Background: an optimization exercise with open tools, aiming at small area. Do not read the settings as production practice. Only simulation tests tie the RTL to the original design; equivalence was not proved. No activity file was given, so power comes from the tool's default toggle rates.

## dk_core
module dk_core(
	input wire clk,
	input wire reset,
	input wire tick_fast,
	input wire tick_slow,
	input wire [4:0] keys,
	input wire [1:0] SW,
	output wire [1:0] game_state,
	output wire [1:0] menu_state,
	output wire [9:0] mario_x,
	output wire [8:0] mario_y,
	output wire [2:0] mario_state,
	output wire [3:0] mario_anim,
	output wire kong_state,
	output wire [1:0] kong_anim,
	output wire queue_state,
	output wire queue_anim,
	output wire [159:0] barrel_x_all,
	output wire [143:0] barrel_y_all,
	output wire [31:0] barrel_state_all,
	output wire [47:0] barrel_anim_all,
	output wire collision,
	output wire [23:0] score_bcd
    );
export LEC_CHECK = 0
export CAP_MARGIN = 5
export CORE_MARGIN = 2
export CORE_UTILIZATION = 55
export SLEW_MARGIN = 5
create_clock -name core_clock -period 30.0 [get_ports {clk}]
standard.sh (not shown) runs the stock make flow with config.mk's settings and CLKGATE_MAP_FILE= SYNTH_SCRIPT=/design/flow/synth_recipe.tcl, a recipe that flattens the netlist after the stock synthesis.
==> flow/flow/run.sh <==
#!/bin/bash
# Layout flow: the standard flow, with
#  - ABC mapping for area: ORFS's own scripts, copied, with abc_speed.script
#    replaced by flow/abc_speed.script (ORFS's speed script with area
#    recovery in &nf and without ABC's buffering and gate upsizing, which
#    placement undoes or repeats anyway); the synthesis is otherwise the
#    standard one, so the registers are the same;
#  - the port buffers made from the smallest buffer cell instead of the one
#    buffer_ports picks by default;
#  - a clock tree of larger clusters, without dummy loads.
# The make output goes to flow_make.log here.
set -euo pipefail
rm -rf scripts_alt
cp -r "$FLOW_HOME/scripts" scripts_alt
cp flow/abc_speed.script scripts_alt/abc_speed.script
bash standard.sh \
  "SCRIPTS_DIR=$PWD/scripts_alt" \
  "BUFFER_PORTS_ARGS=-buffer_cell sky130_fd_sc_hd__buf_1" \
  "CTS_ARGS=-sink_clustering_enable -repair_clock_nets -dont_use_dummy_load -buf_list {sky130_fd_sc_hd__clkbuf_8} -sink_clustering_size 16 -sink_clustering_max_diameter 50" \
  finish > flow_make.log 2>&1
==> flow/flow/abc_speed.script <==
strash
&get -n
&st
&dch
&nf -R 1000
&st
&syn2
&if -g -K 6
&synch2
&nf -R 1000
&st
&syn2
&if -g -K 6
&synch2
&nf -R 1000
&put
topo
stime -c
Edit:
--- a/flow/flow/run.sh
+++ b/flow/flow/run.sh
@@ -19 +19 @@
-  "CTS_ARGS=-sink_clustering_enable -repair_clock_nets -dont_use_dummy_load -buf_list {sky130_fd_sc_hd__clkbuf_8} -sink_clustering_size 16 -sink_clustering_max_diameter 50" \
+  "CTS_ARGS=-sink_clustering_enable -repair_clock_nets -dont_use_dummy_load -buf_list {sky130_fd_sc_hd__clkbuf_8 sky130_fd_sc_hd__clkbuf_16} -sink_clustering_size 24 -sink_clustering_max_diameter 60" \
Result: Die area stays the same. Global-route usage stays flat. Design area went up by 1.1%. Power went up by 11%. Clock-buffer cell count went down by 18. Setup slack improved by 52 ps. Via count is about the same. Clock power went up by 30%.

dk_core again, from the RTL that the note above started with.
==> flow/config.mk <==
export PLATFORM = sky130hd
export DESIGN_NAME = dk_core
export DESIGN_NICKNAME = dk_core
export VERILOG_FILES = /design/flow/design.v
export SDC_FILE = /design/flow/constraint.sdc
export NUM_CORES = 4
export LEC_CHECK = 0
export CAP_MARGIN = 5
export CORE_MARGIN = 2
export CORE_UTILIZATION = 70
export SLEW_MARGIN = 5
==> flow/constraint.sdc <==
create_clock -name core_clock -period 30.0 [get_ports {clk}]
set_input_delay 6.0000 -clock core_clock [delete_from_list [all_inputs] [get_ports {clk}]]
set_output_delay 6.0000 -clock core_clock [all_outputs]
set_load 0.01 [all_outputs]
==> flow/flow/run.sh <==
#!/bin/bash
# Layout flow: the standard flow, with
#  - ABC mapping for area: ORFS's own scripts, copied, with abc_speed.script
#    replaced by flow/abc_speed.script (ORFS's speed script with area
#    recovery in &nf and without ABC's buffering and gate upsizing, which
#    placement undoes or repeats anyway); the synthesis is otherwise the
#    standard one, so the registers are the same;
#  - the port buffers made from the smallest buffer cell instead of the one
#    buffer_ports picks by default;
#  - a clock tree of larger clusters, without dummy loads.
# The make output goes to flow_make.log here.
set -euo pipefail
rm -rf scripts_alt
cp -r "$FLOW_HOME/scripts" scripts_alt
cp flow/abc_speed.script scripts_alt/abc_speed.script
bash standard.sh \
  "SCRIPTS_DIR=$PWD/scripts_alt" \
  "BUFFER_PORTS_ARGS=-buffer_cell sky130_fd_sc_hd__buf_1" \
  "CTS_ARGS=-sink_clustering_enable -repair_clock_nets -dont_use_dummy_load -buf_list {sky130_fd_sc_hd__clkbuf_8} -sink_clustering_size 20 -sink_clustering_max_diameter 60" \
  finish > flow_make.log 2>&1
Scripts as last shown in full above: flow/flow/abc_speed.script
==> next run, changes <==
--- a/flow/flow/run.sh
+++ b/flow/flow/run.sh
@@ -19 +19 @@
-  "CTS_ARGS=-sink_clustering_enable -repair_clock_nets -dont_use_dummy_load -buf_list {sky130_fd_sc_hd__clkbuf_8} -sink_clustering_size 20 -sink_clustering_max_diameter 60" \
+  "CTS_ARGS=-sink_clustering_enable -repair_clock_nets -dont_use_dummy_load -buf_list {sky130_fd_sc_hd__clkbuf_16} -sink_clustering_size 30 -sink_clustering_max_diameter 60" \
--- a/flow/config.mk
+++ b/flow/config.mk
@@ -10 +10 @@
-export CORE_UTILIZATION = 70
+export CORE_UTILIZATION = 55
After rerunning:
- The new run completed with no timing, DRC or antenna violations
- sequential cell count is unchanged
- global-route usage drops by 6.7 points
- worst setup slack improves by 0.26 ns
- non-clock buffer count climbs by 4

Another version of the RTL of dk_core (not shown whole).
Size in the first run: about 5,700 cells after synthesis, roughly 740 flip-flops, ~460 I/O pins.
==> flow/design.v (excerpt) <==
module dk_core(
	input wire clk,
	input wire reset,
	input wire tick_fast,
	input wire tick_slow,
	input wire [4:0] keys,
	input wire [1:0] SW,
	output wire [1:0] game_state,
	output wire [1:0] menu_state,
	output wire [9:0] mario_x,
	output wire [8:0] mario_y,
	output wire [2:0] mario_state,
	output wire [3:0] mario_anim,
	output wire kong_state,
	output wire [1:0] kong_anim,
	output wire queue_state,
	output wire queue_anim,
	output wire [159:0] barrel_x_all,
	output wire [143:0] barrel_y_all,
	output wire [31:0] barrel_state_all,
	output wire [47:0] barrel_anim_all,
	output wire collision,
	output wire [23:0] score_bcd
    );
	localparam GAME_INITIAL = 2'b00,
	           GAME_RUNNING = 2'b01,
	           GAME_OVER    = 2'b10,
	           GAME_SUCCESS = 2'b11;
	wire over, success;
	wire [1:0] cur_state;
	wire [1:0] W_state;
	wire g_init = cur_state == GAME_INITIAL;
	wire g_run  = cur_state == GAME_RUNNING;
	wire g_over = cur_state == GAME_OVER;
	assign success = mario_y < 30 && (mario_x > 250 && mario_x < 350) && mario_state == 3'b100;
	state_fsm StateControl(.clk(clk), .reset(reset), .start(W_state[0] & W_state[1]), .restart(SW[1]),
	                       .over(over), .success(success), .state(cur_state));
	WelStateControl Wel00(.clk(clk), .reset(reset), .start(g_init), .movement(keys), .state(W_state));
	assign game_state = cur_state;
	assign menu_state = W_state;
	wire [9:0] mario_xn;   
	wire [8:0] mario_yn;   
	mario myMario(.clk(clk), .reset(reset), .en(tick_slow),
	              .rst(g_init), .start(g_run), .over(g_over),
	              .keydown(keys),
	              .x(mario_x), .y(mario_y), .xn(mario_xn), .yn(mario_yn),
	              .state(mario_state),
  ...
export LEC_CHECK = 0
export CAP_MARGIN = 5
export CORE_MARGIN = 2
export CORE_UTILIZATION = 70
export SLEW_MARGIN = 5
create_clock -name core_clock -period 30.0 [get_ports {clk}]
==> flow/flow/run.sh <==
#!/bin/bash
# Layout flow: the standard flow, with
#  - ABC mapping for area: ORFS's own scripts, copied, with abc_speed.script
#    replaced by flow/abc_speed.script (ORFS's speed script with area
#    recovery in &nf, two more choice-and-map rounds, and without ABC's
#    buffering and gate upsizing, which placement undoes or repeats
#    anyway); ABC maps only the logic between the registers, so the
#    registers are the standard synthesis's;
#  - the port buffers made from the smallest buffer cell instead of the one
#    buffer_ports picks by default;
#  - a clock tree of larger clusters, without dummy loads.
# The make output goes to flow_make.log here.
set -euo pipefail
rm -rf scripts_alt
cp -r "$FLOW_HOME/scripts" scripts_alt
cp flow/abc_speed.script scripts_alt/abc_speed.script
bash standard.sh \
  "SCRIPTS_DIR=$PWD/scripts_alt" \
  "BUFFER_PORTS_ARGS=-buffer_cell sky130_fd_sc_hd__buf_1" \
  "CTS_ARGS=-sink_clustering_enable -repair_clock_nets -dont_use_dummy_load -buf_list {sky130_fd_sc_hd__clkbuf_8} -sink_clustering_size 20 -sink_clustering_max_diameter 50" \
  finish > flow_make.log 2>&1
==> flow/flow/abc_speed.script <==
strash
&get -n
&st
&dch
&nf -R 1000
&st
&syn2
&if -g -K 6
&synch2
&nf -R 1000
&st
&syn2
&if -g -K 6
&synch2
&nf -R 1000
&st
&dch -f
&nf -R 2000
&st
&dch -f
&nf -R 2000
&put
topo
stime -c
Change:
--- a/flow/flow/run.sh
+++ b/flow/flow/run.sh
@@ -18,4 +18,4 @@
   "SCRIPTS_DIR=$PWD/scripts_alt" \
   "BUFFER_PORTS_ARGS=-buffer_cell sky130_fd_sc_hd__buf_1" \
-  "CTS_ARGS=-sink_clustering_enable -repair_clock_nets -dont_use_dummy_load -buf_list {sky130_fd_sc_hd__clkbuf_8} -sink_clustering_size 20 -sink_clustering_max_diameter 50" \
+  "CTS_ARGS=-sink_clustering_enable -repair_clock_nets -dont_use_dummy_load -buf_list {sky130_fd_sc_hd__clkbuf_8} -sink_clustering_size 16 -sink_clustering_max_diameter 50" \
   finish > flow_make.log 2>&1
The new run finished with timing, DRC and antenna clean.
Power grows by about 0.8%.
Clock power goes up by about 2%.
Routed wire length stays flat.
Synthesized cell count does not change.
Sequential share of layout area barely changes.
Hold slack is better by 21 ps.
Via count hardly moves.
Combinational power is about the same.
Utilization hardly moves.

==> port drivers added, routing unchanged <==
In the flow no input, the clock included, has a driving cell. The finished layouts below were timed again as built, in two steps.
Step 1, drivers: a clkbuf_16 drives clk and a buf_2 each remaining input, both assumed.
Step 2 times the ports against the registers' clock, not the clock port: input delays grow and output delays shrink by t, the midpoint of the rising clock arrivals with the driver on.
a / b / c = no drivers / after step 1 / after step 2; a / b = the first two.
run | shift t [ns] | slack for setup (ns) | worst setup path after step 2 | latest minus earliest clock arrival (ns) | pins driven straight from the clock port
the first run of note 1 | 0.813 | 14.597 / 14.597 / 14.597 | register to register | 0.067 / 0.068 | 1
the second run of note 1 | 0.706 | 14.649 / 14.649 / 14.649 | register to register | 0.078 / 0.078 | 1
the first run of note 2 | 0.791 | 14.400 / 14.400 / 14.400 | register to register | 0.111 / 0.111 | 1
the second run of note 2 | 0.706 | 14.657 / 14.657 / 14.657 | register to register | 0.078 / 0.079 | 1
the first run of note 3 | 0.744 | 14.448 / 14.448 / 14.448 | register to register | 0.095 / 0.095 | 1
the second run of note 3 | 0.748 | 14.517 / 14.517 / 14.517 | register to register | 0.087 / 0.088 | 1
After both steps every run listed still meets setup and hold.
